Context: an optimization exercise on an open-source flow, tuned for small area. The choices shown serve that exercise and are no tape-out recipe. In this exercise RTL edits were held to simulation tests only and were not proved equivalent to the original. Power is estimated from default activity; no workload was simulated.

==> exp/zinc: inputs <==
## top_master
module top_master(
    input sys_clk,
    input sys_rst,
    input btn_up,
    input btn_dwn,
    input btn_start,
    input pizza,
    input potato,
    input [5:0] load_minutes,
    input [5:0] load_seconds,
    input temp_SDA_in,
    output [7:0] AN,
    output [6:0] display,
    output DP,
    output [15:0] LED,
    output start,
    output idle,
    output temp_SDA_out,
    output temp_SDA_oe,
    output temp_SCL,
    output buzzer
);
==> module mw_button, before the edit <==
module mw_button(
    input clk,
    input rst,
    input noisy,
    output p_edge
    );
    reg lvl;
    reg [4:0] q;    
    wire x = noisy ^ lvl;
    wire done = q[0] & ~q[1] & q[2];
    wire f = (~q[1] & ~q[4]) | (q[1] & ~q[3] & q[4]);
    always @(posedge clk) begin
        if (rst) begin
            lvl <= 1'b0; q <= 5'b01010;
        end else begin
            q <= (x & ~done) ? {q[3:0], f} : {x, 4'b1010};
            if (x & done) lvl <= ~lvl;
        end
    end
    assign p_edge = lvl & q[4] & q[3] & q[1];
endmodule
==> module mw_timer, before the edit <==
module mw_timer(
    input clk, rst, tick, s, pizza, potato,
    input [5:0] load_minutes, load_seconds,
    output reg [5:0] minutes, seconds,
    output reg timerEnd
    );
    reg running;
    wire [5:0] lm = load_minutes + {3'b000, potato & ~pizza, pizza, potato & ~pizza};
    wire [5:0] m1 = running ? minutes : lm;
    wire [5:0] s1 = running ? seconds : load_seconds;
    wire sz = (s1 == 6'd0);
    wire mz = (m1 == 6'd0);
    wire done = s & sz & mz;
    wire bor = s & sz & ~mz;
    always @(posedge clk) begin
        if (rst) begin
            minutes <= 6'd0; seconds <= 6'd0; timerEnd <= 1'b0; running <= 1'b0;
        end else if (tick) begin
            timerEnd <= done;
            running <= s ? ~done : running;
            minutes <= m1 - {5'd0, bor};
            seconds <= bor ? 6'd59 : s1 - {5'd0, s & ~sz};
        end
    end
endmodule
==> module mw_buzzer, before the edit <==
module mw_buzzer(
    input clk, rst, tick, en,
    output buzzer
    );
    reg [1:0] bp;
    always @(posedge clk) begin
        if (rst) bp <= 2'd0;
        else if (tick) begin
            if (~en) bp <= 2'd0;
            else if (bp != 2'd3) bp <= bp + 2'd1;
        end
    end
    assign buzzer = bp[1] & ~bp[0];
endmodule
==> module mw_led, before the edit <==
module mw_led(
    input clk, rst, s,
    input [7:5] lc,
    input [1:0] mode,
    output [15:0] LED
    );
    reg oq;
    reg [3:0] p;     
    reg ud;
    wire oc = (mode == 2'b01) ? lc[7] : (mode == 2'b10) ? lc[6] : lc[5];
    always @(posedge clk) oq <= oc;
    wire len = oc & ~oq;
    always @(posedge clk) begin
        if (rst) begin
            p <= 4'd0; ud <= 1'b0;
        end else if (len) begin
            if (p == 4'd15) begin p <= 4'd1; ud <= ~ud; end
            else p <= p + 4'd1;
        end
    end
    wire [3:0] pos = p ^ {4{ud}};
    assign LED = s ? (16'd1 << pos) : {13'd0, mode == 2'b11, mode[1], 1'b1};
endmodule
==> flow/config.mk <==
export PLATFORM = sky130hd
export DESIGN_NAME = top_master
export DESIGN_NICKNAME = top_master
export VERILOG_FILES = /design/flow/design.v
export SDC_FILE = /design/flow/constraint.sdc
export NUM_CORES = 4
export LEC_CHECK = 0
export CAP_MARGIN = 20
export CORE_MARGIN = 2
export CORE_UTILIZATION = 40
export SLEW_MARGIN = 20
==> flow/constraint.sdc <==
create_clock -name core_clock -period 10.0 [get_ports {sys_clk}]
set_input_delay 2.0000 -clock core_clock [delete_from_list [all_inputs] [get_ports {sys_clk}]]
set_output_delay 2.0000 -clock core_clock [all_outputs]
set_load 0.01 [all_outputs]
standard.sh (not shown) runs the stock make flow with config.mk's settings and CLKGATE_MAP_FILE= SYNTH_SCRIPT=/design/flow/synth_recipe.tcl, a recipe that flattens the netlist after the stock synthesis.
==> flow/flow/run.sh <==
#!/bin/bash
# Own layout flow: the standard flow (standard.sh) with
#  - combinational mapping by the area-oriented ABC script (flow/abc_*.script) that gives the
#    least cell area, and no adder extraction; registers are mapped exactly as in the
#    standard synthesis;
#  - the smallest buffer cell for the port buffers;
#  - clkbuf_8 clock buffers and no dummy clock loads.
set -euo pipefail
W=$(pwd)
export OWN_FLOW_DIR="$W/flow"
cat > "$W/own_synth.tcl" <<EOT
source $W/flow/pick_abc.tcl
source $W/synth_recipe.tcl
EOT
export BUFFER_PORTS_ARGS="-buffer_cell sky130_fd_sc_hd__buf_1"
export CTS_ARGS="-sink_clustering_enable -repair_clock_nets -buf_list sky130_fd_sc_hd__clkbuf_8 -sink_clustering_size 35 -sink_clustering_max_diameter 300 -dont_use_dummy_load"
bash "$W/standard.sh" SYNTH_SCRIPT="$W/own_synth.tcl" ADDER_MAP_FILE= finish > "$W/flow_make.log" 2>&1
==> flow/flow/abc_a3.script <==
&get -n
&st
&dch
&nf -R 1000
&put
topo
==> flow/flow/abc_d3.script <==
strash
ifraig
dc2
dch -f
amap
topo
==> flow/flow/abc_ds1.script <==
strash
&get -n
&deepsyn -T 45 -S 1
&put
dch -f
amap
topo
==> flow/flow/abc_ds2.script <==
strash
&get -n
&deepsyn -T 45 -S 2
&put
dch -f
amap
topo
==> flow/flow/abc_ds3.script <==
strash
&get -n
&deepsyn -T 45 -S 3
&put
dch -f
amap
topo
==> flow/flow/abc_ds4.script <==
strash
&get -n
&deepsyn -T 45 -S 4
&put
dch -f
amap
topo
==> flow/flow/pick_abc.tcl <==
# Sourced before synth_recipe.tcl: the synthesis's one abc call maps the combinational logic
# with each script in flow/abc_*.script and keeps the netlist with the least cell area.
# Registers are mapped before abc, so they are the standard synthesis's registers.
proc abc {args} {
  set i [lsearch -exact $args -script]
  if {$i >= 0} { set args [lreplace $args $i [expr {$i+1}]] }
  set libs {}
  foreach lib $::env(LIB_FILES) { lappend libs -liberty $lib }
  yosys design -save pre_abc
  set best ""
  set best_area 1e18
  foreach scr [lsort [glob $::env(OWN_FLOW_DIR)/abc_*.script]] {
    yosys design -load pre_abc
    yosys abc -script $scr {*}$args
    set f $::env(LOG_DIR)/abc_area_[file rootname [file tail $scr]].txt
    yosys tee -q -o $f stat {*}$libs
    set fh [open $f r]; set txt [read $fh]; close $fh
    if {[regexp {Chip area for module[^:]*:\s*([0-9.]+)} $txt -> area]} {
      puts "abc script [file tail $scr]: cell area $area"
      if {$area < $best_area} {
        set best_area $area
        set best $scr
        yosys design -save best_abc
      }
    }
  }
  puts "abc script chosen: [file tail $best] ($best_area)"
  yosys design -load best_abc
}
==> exp/raven: changes against exp/zinc <==
--- a/flow/design.v
+++ b/flow/design.v
@@ -94,11 +94,11 @@
     reg lvl;
-    reg [4:0] q;    
+    reg [4:0] q;       
+    reg prev;
     wire x = noisy ^ lvl;
     wire done = q[0] & ~q[1] & q[2];
-    wire f = (~q[1] & ~q[4]) | (q[1] & ~q[3] & q[4]);
-    always @(posedge clk) begin
-        if (rst) begin
-            lvl <= 1'b0; q <= 5'b01010;
+    always @(posedge clk) begin
+        if (rst) begin
+            lvl <= 1'b0; q <= 5'b11010;
         end else begin
-            q <= (x & ~done) ? {q[3:0], f} : {x, 4'b1010};
+            q <= (x & ~done) ? {q[3:0], ~(q[4] ^ q[2])} : 5'b11010;
             if (x & done) lvl <= ~lvl;
@@ -106,3 +106,4 @@
     end
-    assign p_edge = lvl & q[4] & q[3] & q[1];
+    always @(posedge clk) prev <= lvl;
+    assign p_edge = lvl & ~prev;
 endmodule
@@ -132,9 +133,4 @@
     reg running;
-    wire [5:0] lm = load_minutes + {3'b000, potato & ~pizza, pizza, potato & ~pizza};
-    wire [5:0] m1 = running ? minutes : lm;
+    wire [5:0] m1 = running ? minutes : (load_minutes + (pizza ? 6'd2 : potato ? 6'd5 : 6'd0));
     wire [5:0] s1 = running ? seconds : load_seconds;
-    wire sz = (s1 == 6'd0);
-    wire mz = (m1 == 6'd0);
-    wire done = s & sz & mz;
-    wire bor = s & sz & ~mz;
     always @(posedge clk) begin
@@ -143,6 +139,18 @@
         end else if (tick) begin
-            timerEnd <= done;
-            running <= s ? ~done : running;
-            minutes <= m1 - {5'd0, bor};
-            seconds <= bor ? 6'd59 : s1 - {5'd0, s & ~sz};
+            timerEnd <= 1'b0;
+            minutes <= m1;
+            seconds <= s1;
+            if (s) begin
+                if (m1 == 6'd0 && s1 == 6'd0) begin
+                    running <= 1'b0;
+                    timerEnd <= 1'b1;
+                end else if (s1 == 6'd0) begin
+                    seconds <= 6'd59;
+                    minutes <= m1 - 6'd1;
+                    running <= 1'b1;
+                end else begin
+                    seconds <= s1 - 6'd1;
+                    running <= 1'b1;
+                end
+            end
         end
@@ -154,11 +162,11 @@
     );
-    reg [1:0] bp;
-    always @(posedge clk) begin
-        if (rst) bp <= 2'd0;
+    reg [3:0] bp;
+    always @(posedge clk) begin
+        if (rst) bp <= 4'd2;
         else if (tick) begin
-            if (~en) bp <= 2'd0;
-            else if (bp != 2'd3) bp <= bp + 2'd1;
-        end
-    end
-    assign buzzer = bp[1] & ~bp[0];
+            if (~en) bp <= 4'd2;
+            else if (bp != 4'd15) bp <= bp + 4'd1;
+        end
+    end
+    assign buzzer = ~bp[1] & ~bp[0];
 endmodule
@@ -171,3 +179,3 @@
     reg oq;
-    reg [3:0] p;     
+    reg [3:0] pos;
     reg ud;
@@ -178,9 +186,13 @@
         if (rst) begin
-            p <= 4'd0; ud <= 1'b0;
+            pos <= 4'd0; ud <= 1'b0;
         end else if (len) begin
-            if (p == 4'd15) begin p <= 4'd1; ud <= ~ud; end
-            else p <= p + 4'd1;
-        end
-    end
-    wire [3:0] pos = p ^ {4{ud}};
+            if (ud) begin
+                if (pos != 4'd0) pos <= pos - 4'd1;
+                else begin ud <= 1'b0; pos <= 4'd1; end
+            end else begin
+                if (pos != 4'd15) pos <= pos + 4'd1;
+                else begin ud <= 1'b1; pos <= 4'd14; end
+            end
+        end
+    end
     assign LED = s ? (16'd1 << pos) : {13'd0, mode == 2'b11, mode[1], 1'b1};
==> flow/flow/run.sh (replaced) <==
#!/bin/bash
# Own layout flow: the standard flow (standard.sh) with
#  - combinational mapping by an area-oriented ABC script (flow/area.script) and no
#    adder extraction; registers are mapped exactly as in the standard synthesis;
#  - the smallest buffer cell for the port buffers.
set -euo pipefail
W=$(pwd)
cat > "$W/own_synth.tcl" <<EOT
proc abc {args} {
  set i [lsearch -exact \$args -script]
  if {\$i >= 0} { set args [lreplace \$args \$i [expr {\$i+1}]] }
  yosys abc -script $W/flow/area.script {*}\$args
}
source $W/synth_recipe.tcl
EOT
export BUFFER_PORTS_ARGS="-buffer_cell sky130_fd_sc_hd__buf_1"
export CTS_ARGS="-sink_clustering_enable -repair_clock_nets -buf_list sky130_fd_sc_hd__clkbuf_8 -sink_clustering_size 30 -dont_use_dummy_load"
bash "$W/standard.sh" SYNTH_SCRIPT="$W/own_synth.tcl" ADDER_MAP_FILE= finish > "$W/flow_make.log" 2>&1
==> flow/flow/area.script (new file) <==
&get -n
&st
&dch
&nf -R 1000
&put
topo
removed: flow/flow/abc_a3.script
removed: flow/flow/abc_d3.script
removed: flow/flow/abc_ds1.script
removed: flow/flow/abc_ds2.script
removed: flow/flow/abc_ds3.script
removed: flow/flow/abc_ds4.script
removed: flow/flow/pick_abc.tcl
==> exp/fjord: changes against exp/zinc <==
--- a/flow/design.v
+++ b/flow/design.v
@@ -154,11 +154,11 @@
     );
-    reg [1:0] bp;
-    always @(posedge clk) begin
-        if (rst) bp <= 2'd0;
+    reg [3:0] bp;
+    always @(posedge clk) begin
+        if (rst) bp <= 4'd2;
         else if (tick) begin
-            if (~en) bp <= 2'd0;
-            else if (bp != 2'd3) bp <= bp + 2'd1;
-        end
-    end
-    assign buzzer = bp[1] & ~bp[0];
+            if (~en) bp <= 4'd2;
+            else if (bp != 4'd15) bp <= bp + 4'd1;
+        end
+    end
+    assign buzzer = ~bp[1] & ~bp[0];
 endmodule
==> flow/flow/run.sh (replaced) <==
#!/bin/bash
# Own layout flow: the standard flow (standard.sh) with
#  - combinational mapping by an area-oriented ABC script (flow/area.script) and no
#    adder extraction; registers are mapped exactly as in the standard synthesis;
#  - the smallest buffer cell for the port buffers.
set -euo pipefail
W=$(pwd)
cat > "$W/own_synth.tcl" <<EOT
proc abc {args} {
  set i [lsearch -exact \$args -script]
  if {\$i >= 0} { set args [lreplace \$args \$i [expr {\$i+1}]] }
  yosys abc -script $W/flow/area.script {*}\$args
}
source $W/synth_recipe.tcl
EOT
export BUFFER_PORTS_ARGS="-buffer_cell sky130_fd_sc_hd__buf_1"
export CTS_ARGS="-sink_clustering_enable -repair_clock_nets -buf_list sky130_fd_sc_hd__clkbuf_8 -sink_clustering_size 30 -dont_use_dummy_load"
bash "$W/standard.sh" SYNTH_SCRIPT="$W/own_synth.tcl" ADDER_MAP_FILE= finish > "$W/flow_make.log" 2>&1
==> flow/flow/area.script (new file) <==
strash
ifraig
dc2
dch -f
amap
topo
removed: flow/flow/abc_a3.script
removed: flow/flow/abc_d3.script
removed: flow/flow/abc_ds1.script
removed: flow/flow/abc_ds2.script
removed: flow/flow/abc_ds3.script
removed: flow/flow/abc_ds4.script
removed: flow/flow/pick_abc.tcl
==> summary of the runs <==
Sequential power: exp/raven > exp/fjord > exp/zinc.
In synthesized cell count, exp/zinc and exp/raven hardly differ.
First-iteration DRC count: exp/raven < exp/fjord < exp/zinc.
Between exp/zinc and exp/raven, the lower power is in exp/zinc (gap 4.2%, measured against exp/raven).
In clock-buffer cell count, exp/raven and exp/zinc do not differ.
Clock skew: exp/zinc < exp/fjord < exp/raven.
Against exp/raven, the sequential share of layout area of exp/fjord is higher by 0.83 points.
==> figures <==
metric	exp/fjord	exp/zinc	exp/raven
CTS Sinks	102	100	105
Placed wire-length estimate	7900 um	7900 um	7150 um
Worst path buffer plus inverter count	2	3	2
Final #Nets	669	673	673
Total global-route track usage	17.5%	18.2%	16.4%
Timing-limited maximum frequency	149 MHz	147 MHz	146 MHz
CTS clk-pin slew, worst paths	0.07 ns	0.09 ns	0.10 ns
Total vias in the final route	4,243	4,144	4,179
Multiplexer share of the synthesized area	0%	0%	3.13%
Result of the run	complete, no violations	complete, no violations	complete, no violations
Maximum number of pins on one net before global-route repair	46	39	86
Share of the synthesized area in the top cell type	40.9%	40.9%	40.2%
Compound-cell area share of the yosys netlist	24.5%	20.7%	13.2%
Peak VDD IR	0.0790 mV	0.0650 mV	0.0856 mV
Met1 routed wirelength after detailed routing	5390 um	5090 um	4800 um

port drivers added, routing unchanged:
The results above use ideal ports. As a check the final layouts listed here were re-extracted and re-timed, cells and wires unchanged. Step 1 assumes that a clkbuf_16 drives the clock port and a buf_2 every other input. Step 2 times the ports against the registers' clock, not the clock port: input delays grow and output delays shrink by t, the midpoint of the rising clock arrivals with the driver on. a / b / c = ideal ports / drivers / drivers and shift; a / b = the first two.
| run | shift t [ns] | setup slack, ns | worst setup path at the end | latest minus earliest clock arrival (ns) | worst slew at a driven data input, ns |
|---|---|---|---|---|---|
| exp/zinc | 0.397 | 3.183 / 3.152 / 3.549 | register to output | 0.016 / 0.016 | 0.04 |
| exp/raven | 0.374 | 3.174 / 3.141 / 3.515 | register to output | 0.025 / 0.024 | 0.05 |
| exp/fjord | 0.381 | 3.297 / 3.264 / 3.645 | register to output | 0.018 / 0.018 | 0.04 |
After both steps every run listed still meets setup and hold.
